This is an optimization exercise on Yosys and OpenROAD, whose aim is small area and a short achievable clock period, not a production implementation.
No run shown here included a check of the RTL's function; only the layout flow was run.
Power figures rest on the tool's default switching activity, not on a simulated workload.

==> flow/design.v (outline; a module is shown in full before it is edited, if it fits) <==
// module wallace_multiplier_16bit: 1340 lines
module wallace_multiplier_16bit(
    input  wire        clk,
    input  wire        rst,
    input  wire [15:0] multiplicand,
    input  wire [15:0] multiplier,
    output reg  [31:0] result
);
  // ...
==> flow/run.sh <==
#!/bin/bash
# synth_recipe.tcl (not shown) runs the flow's synth.tcl, then flattens the netlist and writes it again
# the make line also repeats each setting of config.mk as NAME=value (left out here)
make -C /OpenROAD-flow-scripts/flow DESIGN_CONFIG=/design/flow/config.mk WORK_HOME=/design/flow/orfs CLKGATE_MAP_FILE= SYNTH_SCRIPT=/design/flow/synth_recipe.tcl finish
==> flow/config.mk <==
export PLATFORM = sky130hd
export DESIGN_NAME = wallace_multiplier_16bit
export DESIGN_NICKNAME = wallace_multiplier_16bit
export VERILOG_FILES = /design/flow/design.v
export SDC_FILE = /design/flow/constraint.sdc
export NUM_CORES = 4
export LEC_CHECK = 0
export CAP_MARGIN = 20
export CORE_MARGIN = 2
export CORE_UTILIZATION = 40
export SLEW_MARGIN = 20
==> flow/constraint.sdc <==
create_clock -name core_clock -period 3.0 [get_ports {clk}]
set_input_delay 0.6000 -clock core_clock [delete_from_list [all_inputs] [get_ports {clk}]]
set_output_delay 0.6000 -clock core_clock [all_outputs]
set_load 0.01 [all_outputs]
==> key figures, run 1 <==
Pwr
  – Total power: 15,400 uW
  – Psw: a little under 5000 uW
  – Net Sw Frac: 0.313

Detailed routing
  – Highest routed layer: met4
  – Per-cell routed wire length: approximately 14 microns
  – DR pass1 iterations: 5

Clocking
  – Setup bufs post-CTS: 0
  – Clk root buf: clkbuf_16
  – Clock sink count: ~330

Final layout
  – Area grow syn2layout: 16.4%
  – Sequential share of cell area: 0.387
  – Reg area: just under 7000 sq um
  – Final Core Density: 0.470
  – Signal inverters: between 300 and 400

Setup path
  – R2r startpoint: q4_q3_c638
  – CP endpoint kind: register
  – CP bufs+invs: 2
  – Crit-path cells: inv_1, fa_1, inv_1, fa_1, nand2b_1, a21oi_1, o2111ai_1, nand2_1, a211oi_1, mux2i_1

Die
  – Die height: between 150 and 200 microns

Synthesis
  – Ys async rst share: 0.109
  – Synth unique cells: 37
  – Share of the synthesized area in the top cell type: 0.391

Worst hold path
  – Hold endpoint: q4_q3_r471_0

STA
  – Slew HR: 0.414
  – Fin crit share: 0.829

Place
  – Dpl hpwl: 20.1 mm

Run status
  – Status: complete, no violations

Global routing
  – GR Layer Usage met3: 0.0329
==> inputs of run 2 (changes only) <==
--- a/flow/config.mk
+++ b/flow/config.mk
@@ -9,3 +9,4 @@
 export CORE_MARGIN = 2
 export CORE_UTILIZATION = 40
+export SETUP_SLACK_MARGIN = 1.0
 export SLEW_MARGIN = 20
==> key figures, run 2 <==
Clocking
  – CTS tree: yes (unchanged)
  – Clk root buf: clkbuf_16 (unchanged)
  – Clock sink count: 331 (unchanged)
  – Hold_buf cts: 0 (unchanged)
  – H-tree depth: 2 (unchanged)
  – Clock slew at reported path FFs: 60 ps (about the same)
  – CTS max path bufs: 3 (unchanged)
  – Skew-Pair Late Insertion Delay: 520 ps (was 530 ps)
  – TritonCTS Buffers: 37 (was 36)

Final layout
  – Final std cells w/o fill: 1,970 (was 1,966)
  – Final std cell area, no fill: 17,700 sq um (was 17,600 sq um)
  – Final Core Density: 0.474 (was 0.470)
  – Max FFs per register: 32 (unchanged)
  – Nets: 1,728 (was 1,721)
  – Antenna diodes: 0 (unchanged)
  – Largest regs: result x32, vld x4 (unchanged)
  – Leading cell type in the layout, fill and taps excluded: inv_1 (unchanged)
  – Commonest cells after routing, fill and taps aside: inv_1, dfxtp_1, fa_1, nand2_1, and2_1 (unchanged)
  – Layout cells sized above 1: 0.0912 (was 0.0529)
  – Largest register by flop count: result (unchanged)
  – Area grow syn2layout: 17.4% (was 16.4%)

Setup path
  – Crit-path cells: fa_2, buf_4, a211oi_4, o211ai_2, a41oi_4, o31ai_2, xnor2_1, and2_1 (was inv_1, fa_1, inv_1, fa_1, nand2b_1, a21oi_1, o2111ai_1, nand2_1, a211oi_1, mux2i_1)
  – Critical Path AT: 2550 ps (was 2930 ps)
  – CP max stage cell: fa_2 (was fa_1)
  – CP endpoint kind: register (unchanged)
  – CP required: 3390 ps (was 3450 ps)
  – CP Max Fanout: 5 (was 4)
  – Delay-heaviest family, CP: compound AO/OA/AOI/OAI gates (unchanged)
  – CP bufs+invs: 1 (was 2)
  – WS Path Type: register to register (unchanged)
  – CP Launch Type: register (unchanged)
  – Worst R2R Setup Slack: 840 ps (was 510 ps)
  – CP max stage delay: 390 ps (was 460 ps)

Synthesis
  – Share of the synthesized area in the top cell type: 0.391 (unchanged)
  – YS warnings: 1 (unchanged)
  – Mapped cell area: 15,100 sq um (unchanged)
  – Main synth FF type: dfxtp_1 (unchanged)
  – Syn avg cell area: 11.2 sq um (unchanged)
  – Top post-synthesis cells by count: inv_1, dfxtp_1, fa_1 (unchanged)
  – Synth area leaders: dfxtp_1, fa_1, inv_1, dfrtp_1, and2_1 (unchanged)
  – Cells after Synth: 1,354 (unchanged)
  – Synth unique cells: 37 (unchanged)
  – Number of flops mapped to enable cells by yosys: 0 (unchanged)
  – Synthesized Nets: 1,647 (unchanged)
  – Ys async rst share: 0.109 (unchanged)
  – Top-count cell post-synth: inv_1 (unchanged)
  – FF+latch count, synth: 331 (unchanged)
  – Largest area contributor in the netlist: dfxtp_1 (unchanged)
  – Register area share after synthesis: 0.451 (unchanged)

STA
  – Fin crit share: 0.719 (was 0.829)
  – Final Max Tran Viols: 0 (unchanged)
  – Clk_skew: 22.4 ps (was 13.2 ps)
  – Endpoints failing setup: 0 (unchanged)
  – Hold Fails Final Rpt: 0 (unchanged)
  – Slew HR: 0.429 (was 0.414)
  – RSZ-0062 raised after global routing: yes (was no)
  – Tightest Pin Transition: 857 ps (was 877 ps)
  – Setup TNS: 0 ps (unchanged)
  – Crit path time final: 2160 ps (was 2490 ps)
  – Max Fclk: 0.463 GHz (was 0.402 GHz)

Place
  – Dpl hpwl: 20.2 mm (was 20.1 mm)
  – Placed cell areas: 16,300 sq um (about the same)
  – Dpl cells: 1,901 (unchanged)
  – IO Port Bufs: 65 (unchanged)
  – RD Place Congestion: 0.796 (was 0.786)

Global routing
  – GR Layer Usage met3: 0.0341 (was 0.0329)
  – Number of global-route vias before repair: 9,186 (was 8,979)
  – GRT overflow: 0 (unchanged)
  – Most Crowded Layer GR: met2 (unchanged)
  – Met2 Usage GRT: 0.243 (was 0.242)
  – Global-route wire length before repair: 47.1 mm (was 46.7 mm)
  – GR Util met1: 0.213 (was 0.211)
  – GRT Util Overall: 0.154 (was 0.153)
  – Initial antenna violation count: 0 (unchanged)
  – Largest net degree at the start of global routing: 37 (unchanged)

Pwr
  – Pwr per Cell Area: 874 nW/um^2 (was 879 nW/um^2)
  – Peak VDD IR: 0.387 mV (was 0.401 mV)
  – Combinational fraction of design power: 0.320 (was 0.305)
  – Clock share of power: 0.285 (was 0.298)
  – Total leakage power: 0.00858 uW (was 0.00831 uW)
  – Seq pwr share: 0.395 (was 0.397)
  – Psw: 4930 uW (was 4840 uW)
  – Int Pwr: 10,600 uW (about the same)
  – Net Sw Frac: 0.318 (was 0.313)

Die
  – Die Span X: 198 microns (unchanged)
  – Die height: 198 microns (unchanged)
  – Core ar.: 37,400 sq um (unchanged)
  – Die area: 39,300 sq um (unchanged)
  – Boundary pin count: 66 (unchanged)
  – Initial Util: 0.404 (unchanged)
  – # rows: 71 (unchanged)

Run status
  – Status: complete, no violations (unchanged)

Detailed routing
  – Post-route ant nets: 0 (unchanged)
  – DRC: 0 (unchanged)
  – Drt initial violations: 339 (was 330)
  – Total wire length: 28.5 mm (was 28.4 mm)
  – Per-cell routed wire length: 14.4 microns (about the same)
  – Number of vias per cell: 4.30 (was 4.33)
  – Via count: 8,466 (was 8,515)
  – DR pass1 iterations: 5 (unchanged)

Run
  – Maxcap violations: 0 (unchanged)

Worst hold path
  – Hold WC Path Type: register to register (unchanged)
==> run 2: changes by cell type in the layout (fill, tap and decap cells not counted), moves of 14 or more <==
| cell | delta |
|---|---|
| dlymetal6s2s_1 | +15 |
| dfxtp_1 | -32 |
| dlygate4sd2_1 | +14 |
| clkdlybuf4s50_1 | -29 |
| dfxtp_2 | +31 |
==> run 2: through the flow <==
stage	power [uW]	setup slack [ps]	hold WS, ps
after floorplan	9480	988	310
after global placement	11000	826	311
after detailed placement	11100	769	312
after CTS	15700	814	325
after global routing	16800	759	332
final	15500	842	324
==> run 2: metal layers <==
metal | routed length (microns) | share of wire
met5 | 0 | 0
met4 | 721 | 0.025
met3 | 1630 | 0.057
met2 | 12500 | 0.44
met1 | 13600 | 0.48
==> run 2: worst reg2reg max path: stages, from the launching register on <==
cell	delay (ps)
dfxtp_2	330
fa_2	390
buf_4	150
a211oi_4	240
o211ai_2	150
a41oi_4	360
o31ai_2	120
xnor2_1	140
and2_1	160
==> run 2: kinds of logic (layout without fill, tap and decap cells) <==
| family | after synthesis | after routing | synth area share |
|---|---|---|---|
| compound gates | 59 | 59 | 0.0269 |
| xor+xnor | 19 | 19 | 0.0110 |
| fa+ha+maj | 259 | 259 | 0.314 |
| buf+inv | 351 | 456 | 0.0873 |
| flops | 331 | 331 | 0.451 |
| mux | 2 | 2 | 0.00133 |
| other cells | 1 | 1 | 0.000248 |
| simple gates | 332 | 332 | 0.108 |
==> run 2: power by group through the flow <==
stage | clock, uW | sequential [uW] | combinational (uW)
floorplan | 0 | 6100 | 3380
global placement | 0 | 6230 | 4720
detailed placement | 0 | 6230 | 4840
CTS | 4570 | 6140 | 5020
global route | 4730 | 6250 | 5840
finish | 4410 | 6130 | 4960
==> run 2: final timing paths <==
kind,from,end,cells after the start
setup / recovery,q4_k640,result[28],8
hold / removal,q1_multiplier_13,q2_q1_multiplier_13,0
setup reg to reg,q4_k640,result[28],8
hold reg to reg,q1_multiplier_13,q2_q1_multiplier_13,0
max in group asynchronous,rst,result[30],3
min in group asynchronous,rst,result[4],3
==> run 2: what timing repair did <==
item,CTS,global route
hold endpoints to repair,0,0
endpoints found under the setup margin,81,33
setup buffers,5,1
pin swaps,14,10
gates resized for setup,55,29
==> run 2: cell type report <==
cell class                 instances  area, sq um
clock inverter                    11          115
timing repair buffer              78          776
tap                              511          639
multi-input combinational        672         7080
inverter                         315         1180
clock buffer                      52         1090
fill                            3399        19700
sequential                       331         6850

==> re-timing with driven ports <==
The results above use ideal ports. As a check the final layouts listed here were re-extracted and re-timed, cells and wires unchanged. Step 1, drivers: a clkbuf_16 drives clk and a buf_2 each remaining input, both assumed. Step 2 times the ports against the registers' clock, not the clock port: input delays grow and output delays shrink by t, the midpoint of the rising clock arrivals with the driver on. a / b / c = no drivers / after step 1 / after step 2; a / b = the first two.
| run | t (ns) | setup slack, ns | slew at the worst register clock pin (ns) |
|---|---|---|---|
| run 1 | 0.571 | 0.514 / 0.514 / 0.514 | 0.07 / 0.07 |
| run 2 | 0.562 | 0.842 / 0.842 / 0.842 | 0.06 / 0.06 |
After both steps setup and hold are still met in every run listed.
